Source: an optimization exercise on an open RTL-to-GDS flow (aim: small area and a short achievable clock period). Production flows keep margins and buffers that such runs may drop. In this exercise RTL edits were held to simulation tests only and were not proved equivalent to the original. Power is estimated from default activity; no workload was simulated.

== old ==
Design tcam, start of the top module:
module tcam #
	(
		parameter WORD_WIDTH = 32,
		parameter ADDR_WIDTH = 4,
		parameter DATA_WIDTH = 32,
		parameter DATA_SIZE_PER_ENTRY = 4
	)
	(
		clk,
		rst_n,
		ack,
		opcode,  
		req,
		clr,
		word,
		mask_in,
		addr_in,
		data_in,
		valid,
		data_out
	);
localparam N = 2 ** ADDR_WIDTH;
input wire clk;
input wire rst_n;
input wire ack;
input wire opcode;
input wire req;
input wire clr;
input wire [WORD_WIDTH - 1 : 0] word;
input wire [WORD_WIDTH - 1 : 0] mask_in;
input wire [ADDR_WIDTH - 1 : 0] addr_in;
input wire [DATA_WIDTH - 1 : 0] data_in;
output wire valid;
output wire [DATA_WIDTH - 1 : 0] data_out;
reg [WORD_WIDTH - 1 : 1] mzn [0 : N - 1];
reg [WORD_WIDTH - 1 : 1] mon [0 : N - 1];
reg [N - 1 : 0] mzn0;
reg [N - 1 : 0] mon0;
reg [DATA_WIDTH - 1 : 0] dat [0 : N - 1];
reg [N - 1 : 0] line_n_reg;  
reg valid_n_reg;  
reg [DATA_WIDTH - 1 : 0] data_reg;
wire wr = req & ~opcode;
wire srch = req & opcode;
wire [WORD_WIDTH - 1 : 0] mzn_in = ~word;
wire [WORD_WIDTH - 1 : 0] mon_in = ~(word ^ mask_in);
assign valid = ~(ack | valid_n_reg);
assign data_out = data_reg;
integer e;
always @(posedge clk) begin
	for (e = 0; e < N; e = e + 1) begin
		if (wr && addr_in == e) begin
			mzn[e] <= mzn_in[WORD_WIDTH - 1 : 1];
			mon[e] <= mon_in[WORD_WIDTH - 1 : 1];
			dat[e] <= data_in;
		end
	end
end
always @(posedge clk) begin
	for (e = 0; e < N; e = e + 1) begin
		if (!rst_n) begin
			mzn0[e] <= 1'b0;
			mon0[e] <= 1'b0;
		end else if (wr && addr_in == e) begin
			mzn0[e] <= ~clr & mzn_in[0];
			mon0[e] <= ~clr & mon_in[0];
		end
	end
end
wire [WORD_WIDTH - 1 : 0] word_n = ~word;
wire [WORD_WIDTH - 1 : 0] mis [0 : N - 1];
genvar ge, gb;
generate
	for (ge = 0; ge < N; ge = ge + 1) begin : g_entry
		for (gb = 0; gb < WORD_WIDTH; gb = gb + 1) begin : g_bit
			tcam_mismatch u_mis (
				.w(word[gb]),
				.wn(word_n[gb]),
				.on(gb == 0 ? mon0[ge] : mon[ge][gb]),
				.zn(gb == 0 ? mzn0[ge] : mzn[ge][gb]),
				.mis(mis[ge][gb])
			);
		end
	end
endgenerate
wire srch_n = ~srch;
wire [N - 1 : 0] line_reg = ~line_n_reg;
wire [N - 1 : 0] keep_n = {N{rst_n}} & ({N{srch}} | line_reg);
wire [N - 1 : 0] line_n_next;
generate
	for (ge = 0; ge < N; ge = ge + 1) begin : g_red
		wire [15 : 0] ok2;
		wire [3 : 0] bad8;
		wire [1 : 0] ok16;
		for (gb = 0; gb < 16; gb = gb + 1) begin : g_ok2
			tcam_nor2 u_ok2 (.a(mis[ge][2 * gb]), .b(mis[ge][2 * gb + 1]), .y(ok2[gb]));
  ...
Size in the first run: about 3300 cells after synthesis, ~140 I/O pins.
clock: 5.0 ns
lec_check: 0
cap_margin: 20
core_margin: 2
core_utilization: 65
cts_buf_list: sky130_fd_sc_hd__clkbuf_16
cts_cluster_diameter: 80
cts_cluster_size: 30
place_density: 0.8
setup_slack_margin: 2.8
slew_margin: 20
synth_hierarchical: 1
synth_minimum_keep_size: 0
standard.sh (not shown) runs the stock make flow with config.mk's settings and CLKGATE_MAP_FILE= SYNTH_SCRIPT=/design/flow/synth_recipe.tcl, a recipe that flattens the netlist after the stock synthesis.
==> flow/flow/run.sh <==
#!/bin/bash
# The standard layout, with plain buffers (instead of the default delay
# buffers) on the input and output ports.
set -euo pipefail
export BUFFER_PORTS_ARGS="-buffer_cell sky130_fd_sc_hd__buf_1"
bash standard.sh > standard.log 2>&1
The following lists how new was set up differently from old:
- CTS_CLUSTER_DIAMETER: 80 -> 100
--- outcome ---
- old went all the way through the flow, and no timing, DRC or antenna check failed.
- new: full flow OK, the timing, DRC and antenna checks passed
- The power attributed to combinational cells on old is in line with that on new.
- NOTE detailed-routed wire length on met2 old->new increased by a few percent
- Compared new against old; worst path setup slack after routing within noise.
- old → new: minimum clock period about even; fmax level; first-iteration detailed-routing DRC count went up about 2.2%; sequential share of cell area closely matched the old numbers; fraction of power consumed by combinational cells up 0.2 points.
- new against old; count of buffers not belonging to the clock network in the layout is up by a few percent.
- In the metrics for old and new, the one carrying the lower total power is new.
- In terms of post-route standard cell area excluding fillers, new and old differ only marginally.

---

Another version of the RTL of tcam (not shown whole).
For scale: about 3100 cells after synthesis, about 1600 flip-flops.
// tcam
module tcam #
	(
		parameter WORD_WIDTH = 32,
		parameter ADDR_WIDTH = 4,
		parameter DATA_WIDTH = 32,
		parameter DATA_SIZE_PER_ENTRY = 4
	)
	(
		clk,
		rst_n,
		ack,
		opcode,  
		req,
		clr,
		word,
		mask_in,
		addr_in,
		data_in,
		valid,
		data_out
	);
Settings: LEC_CHECK=0, CAP_MARGIN=20, CORE_MARGIN=2, CORE_UTILIZATION=45, CTS_BUF_LIST=sky130_fd_sc_hd__clkbuf_16, CTS_CLUSTER_DIAMETER=100, CTS_CLUSTER_SIZE=30, PLACE_DENSITY=0.6, SETUP_SLACK_MARGIN=2.6, SLEW_MARGIN=20; clock period 5.0 ns.
run.sh (not shown) runs the stock make flow with config.mk's settings and CLKGATE_MAP_FILE= SYNTH_SCRIPT=/design/flow/synth_recipe.tcl, a recipe that flattens the netlist after the stock synthesis.
Stock flow here: none of the scripts above is used.
The first run finished clean.
Edit:
CTS_BUF_LIST = not set   (was sky130_fd_sc_hd__clkbuf_16)
CTS_CLUSTER_DIAMETER = not set   (was 100)
CTS_CLUSTER_SIZE = not set   (was 30)
SETUP_SLACK_MARGIN = not set   (was 2.6)
With this change the flow reached the layout checks and failed them: antenna rules.
Worst setup slack gets worse by 0.85 ns.
Design area is higher by about 3.7%.
Routed wire length is higher by 1.5%.
Core utilization came out higher by 1.9 points.
Global-route usage rose by 0.61 points.
Clock-buffer cell count grows by 157.
Via count climbs by about 1.1%.
Final cell count came out higher by 2.9%.
Combinational power barely changes.

-- afterwards: timing with drivers on the ports --
The results above use ideal ports. As a check the final layouts listed here were re-extracted and re-timed, cells and wires unchanged.
Step 1 (the two cells are an assumption about what drives the block):
set clk [get_ports {clk}]
set_driving_cell -lib_cell sky130_fd_sc_hd__clkbuf_16 $clk
set_driving_cell -lib_cell sky130_fd_sc_hd__buf_2 [delete_from_list [all_inputs] $clk]
Step 2 adds t to the input delays and takes it off the output delays; t is the mean of the earliest and latest rising clock arrival at the registers after step 1. Input paths then give back, and output paths get back, about the clock's delay inside the block.
a / b / c = ideal ports / drivers / drivers and shift; a / b = the first two.
run | shift t [ns] | slack for setup (ns) | worst hold slack (ns) | worst setup path at the end | worst data-port slew with drivers (ns)
old | 0.754 | 2.731 / 2.700 / 2.084 | 0.477 / 0.477 / 0.477 | input to register | 0.17
new | 0.746 | 2.729 / 2.702 / 1.987 | 0.479 / 0.479 / 0.479 | input to register | 0.15
the first run of note 2 | 0.788 | 2.594 / 2.578 / 1.817 | 0.524 / 0.517 / 0.524 | input to register | 0.11
the second run of note 2 | 0.847 | 1.747 / 1.688 / 0.841 | 0.492 / 0.492 / 0.492 | input to register | 0.13
For the second run of note 2, which loses most, drivers alone change the setup slack by -0.059 ns; drivers and shift together by -0.906 ns.
